This is an optimization exercise on Yosys and OpenROAD, whose aim is small area and a short achievable clock period, not a production implementation. No activity file was given, so power comes from the tool's default toggle rates.

== build 93 ==
Design FPU_top, start of the top module:
module FPU_top  #(
    parameter NUM_OP    = 1
)(
    input logic                 i_clk           ,
    input logic                 i_rst_n         ,
    input logic [NUM_OP-1:0]    i_add_sub       ,
    input logic [31:0]          i_32_a          ,
    input logic [31:0]          i_32_b          ,
    output logic [31:0]         o_32_s          ,
    output logic                o_ov_flag       ,
    output logic                o_un_flag
);
logic        w_sa, w_sb, w_sbe, w_eff_sub;
logic [7:0]  w_ea, w_eb;
logic [22:0] w_fa, w_fb;
logic [4:0]  w_dab;
logic [4:0]  w_dba;
logic        w_exp_lt;
logic [4:0]  w_shamt;
logic        w_sh0, w_f_lt, w_f_gt, w_swap2, w_sign, w_near;
logic [7:0]  w_emax;
logic [22:0] w_big, w_small;
logic        w_sel_exp;
logic [1:0]  w_sel_man;
assign w_sa = i_32_a[31];
assign w_sb = i_32_b[31];
assign w_ea = i_32_a[30:23];
assign w_eb = i_32_b[30:23];
assign w_fa = i_32_a[22:0];
assign w_fb = i_32_b[22:0];
assign w_sbe     = w_sb ^ i_add_sub[0];
assign w_eff_sub = w_sa ^ w_sbe;
assign w_dab    = w_ea[4:0] - w_eb[4:0];
assign w_dba    = w_eb[4:0] - w_ea[4:0];
assign w_shamt  = w_exp_lt ? w_dba : w_dab;
logic [7:0] w_e_gt [3:0];
logic [7:0] w_e_lt [3:0];
assign w_e_gt[0] = w_ea & ~w_eb;
assign w_e_lt[0] = ~w_ea & w_eb;
genvar gi;
generate
    for (gi = 0; gi < 3; gi++) begin : GEN_ECMP
        for (genvar gj = 0; gj < (4 >> gi); gj++) begin : GEN_ECMP_NODE
            assign w_e_gt[gi+1][gj] = w_e_gt[gi][2*gj+1] | (~w_e_lt[gi][2*gj+1] & w_e_gt[gi][2*gj]);
            assign w_e_lt[gi+1][gj] = w_e_lt[gi][2*gj+1] | (~w_e_gt[gi][2*gj+1] & w_e_lt[gi][2*gj]);
        end
        assign w_e_gt[gi+1][7:(4 >> gi)] = '0;
        assign w_e_lt[gi+1][7:(4 >> gi)] = '0;
    end
endgenerate
assign w_exp_lt = w_e_lt[3][0];
assign w_emax   = w_exp_lt ? w_eb : w_ea;
assign w_sh0    = (w_ea[4:0] == w_eb[4:0]);
assign w_f_lt   = w_fa < w_fb;
assign w_f_gt   = w_fb < w_fa;
assign w_big    = w_exp_lt ? w_fb : w_fa;
assign w_small  = w_exp_lt ? w_fa : w_fb;
assign w_swap2  = w_eff_sub & w_sh0 & (w_exp_lt ? w_f_gt : w_f_lt);
  ...
clock: 15.0 ns
lec_check: 0
abc_area: 1
cap_margin: 20
core_margin: 2
core_utilization: 40
place_density: 0.6
slew_margin: 20
standard.sh (not shown) runs the stock make flow with config.mk's settings and CLKGATE_MAP_FILE= SYNTH_SCRIPT=/design/flow/synth_recipe.tcl, a recipe that flattens the netlist after the stock synthesis.
==> flow/flow/run.sh <==
#!/bin/bash
set -euo pipefail
bash standard.sh SETUP_SLACK_MARGIN=9 "BUFFER_PORTS_ARGS=-buffer_cell sky130_fd_sc_hd__buf_2" finish > standard_flow.log 2>&1
diff inputs: build 93 => trial 18
--- a/flow/design.v
+++ b/flow/design.v
@@ -832,71 +832,64 @@
 endgenerate
 assign w_lz    = w_v4[1] ? {1'b0, w_p4[1]} : {1'b1, w_p4[0]};
 assign w_zeron = ~|w_Rn[27:4];
 logic [27:0] w_ls [5:0];
 assign w_ls[5] = w_Rn;
 generate
     for (gi = 4; gi >= 0; gi--) begin : GEN_LSHIFT
         assign w_ls[gi] = w_lz[gi] ? {w_ls[gi+1][27-(1<<gi):0], {(1<<gi){1'b0}}} : w_ls[gi+1];
     end
 endgenerate
 assign w_Nn = w_ls[0];
-assign w_expn = w_zeron ? 8'd24 : r_emax;
+assign w_expn = w_zeron ? 8'h00 : (r_emax - {3'b0, w_lz});
 logic [22:0] w_man_pre;
 logic        w_rnd_sel, w_ov_flag, w_un_flag;
 logic [7:0]  w_exp;
 always_comb begin
     case (r_sel_man)
         2'b01:   begin w_man_pre = 23'd0; w_rnd_sel = 1'b0;  end
         2'b10:   begin w_man_pre = 23'd1; w_rnd_sel = 1'b0;  end
         default: begin
             w_man_pre = r_near ? w_Nn[26:4] : w_Nf[26:4];
             w_rnd_sel = ~r_near & w_rndf;
         end
     endcase
 end
 assign w_exp     = r_sel_exp ? 8'hFF : (r_near ? w_expn : w_expf);
-logic [4:0]  w_lzq;
-assign w_lzq     = (r_near & ~r_sel_exp) ? w_lz : 5'd0;
 assign w_ov_flag = ~r_near & (w_ovf | w_rnd_ovf);
 assign w_un_flag = r_near ? ~w_Rn[27] : ~w_Rf[27];
 logic        q_sign, q_rnd;
 logic [7:0]  q_exp;
-logic [4:0]  q_lz;
 logic [22:0] q_man;
 always_ff @( posedge i_clk or negedge i_rst_n ) begin
     if(~i_rst_n) begin
         q_sign              <= '0;
         q_exp               <= '0;
-        q_lz                <= '0;
         q_man               <= '0;
         q_rnd               <= '0;
         o_ov_flag           <= '0;
         o_un_flag           <= '0;
     end else begin
         q_sign              <= r_sign;
         q_exp               <= w_exp;
-        q_lz                <= w_lzq;
         q_man               <= w_man_pre;
         q_rnd               <= w_rnd_sel;
         o_ov_flag           <= w_ov_flag;
         o_un_flag           <= w_un_flag;
     end
 end
 logic [22:0] w_pa [5:0];
 assign w_pa[0] = q_man;
 generate
     for (gi = 0; gi < 5; gi++) begin : GEN_PAND
         for (genvar gj = 0; gj < 23; gj++) begin : GEN_PAND_BIT
             if (gj >= (1 << gi))
                 assign w_pa[gi+1][gj] = w_pa[gi][gj] & w_pa[gi][gj - (1 << gi)];
             else
                 assign w_pa[gi+1][gj] = w_pa[gi][gj];
         end
     end
 endgenerate
 logic [22:0] w_inc;
 assign w_inc = {w_pa[5][21:0], 1'b1} & {23{q_rnd}};
-logic [7:0] w_exp_out;
-assign w_exp_out = q_exp - {3'b0, q_lz};
-assign o_32_s = {q_sign, w_exp_out, q_man ^ w_inc};
+assign o_32_s = {q_sign, q_exp, q_man ^ w_inc};
 endmodule
Findings:
Trial 18 against build 93: maximum ir drop on the vdd rail climbed about 24%; portion of total power attributed to combinational logic dropped 0.8 points; sequential cell area share dropped 0.64 points.
The synthesized area in trial 18 was lower than what build 93 gave.
Comparing build 93 and trial 18, the lower number of different library cells in the post-synthesis netlist was measured on trial 18.
Initial standard-cell utilization of the core (higher): trial 18
[compare] base=build 93 new=trial 18: share of the clock period used by the worst path after layout neither gained nor lost much; global-route wire length before repair went up by 2.4%.
Fmax: trial 18 higher than build 93
Build 93 ended with every stage complete and zero timing, DRC or antenna violations.
Trial 18: all stages complete, timing, DRC and antenna checks passed
On total length of routed wires, build 93 beats trial 18.
Going from build 93 to trial 18, area share of xor/xnor cells in the synthesized design grows by 0.47 points.
| placer congestion estimate | higher: trial 18 |
No functional check of the RTL was part of any run of this note.

-- static timing again, ports no longer ideal --
In the flow no input, the clock included, has a driving cell. The finished layouts below were timed again as built, in two steps. Step 1 sets driving cells, clkbuf_16 on the clock port and buf_2 on the other inputs (assumed; they add their load-dependent delay and slew). Step 2 adds t to the input delays and takes it off the output delays; t is the mean of the earliest and latest rising clock arrival at the registers after step 1. Input paths then give back, and output paths get back, about the clock's delay inside the block. Slacks: ideal / step 1 / step 2; pairs: ideal / step 1.
run | t, ns | setup WS [ns] | worst hold slack (ns) | slew at the worst register clock pin (ns) | cell pins on the clock port's net
build 93 | 0.412 | 8.780 / 8.729 / 9.142 | 0.330 / 0.330 / 0.330 | 0.08 / 0.08 | 1
trial 18 | 0.420 | 8.802 / 8.749 / 9.118 | 0.335 / 0.335 / 0.335 | 0.08 / 0.08 | 1
After both steps setup and hold are still met in every run listed.
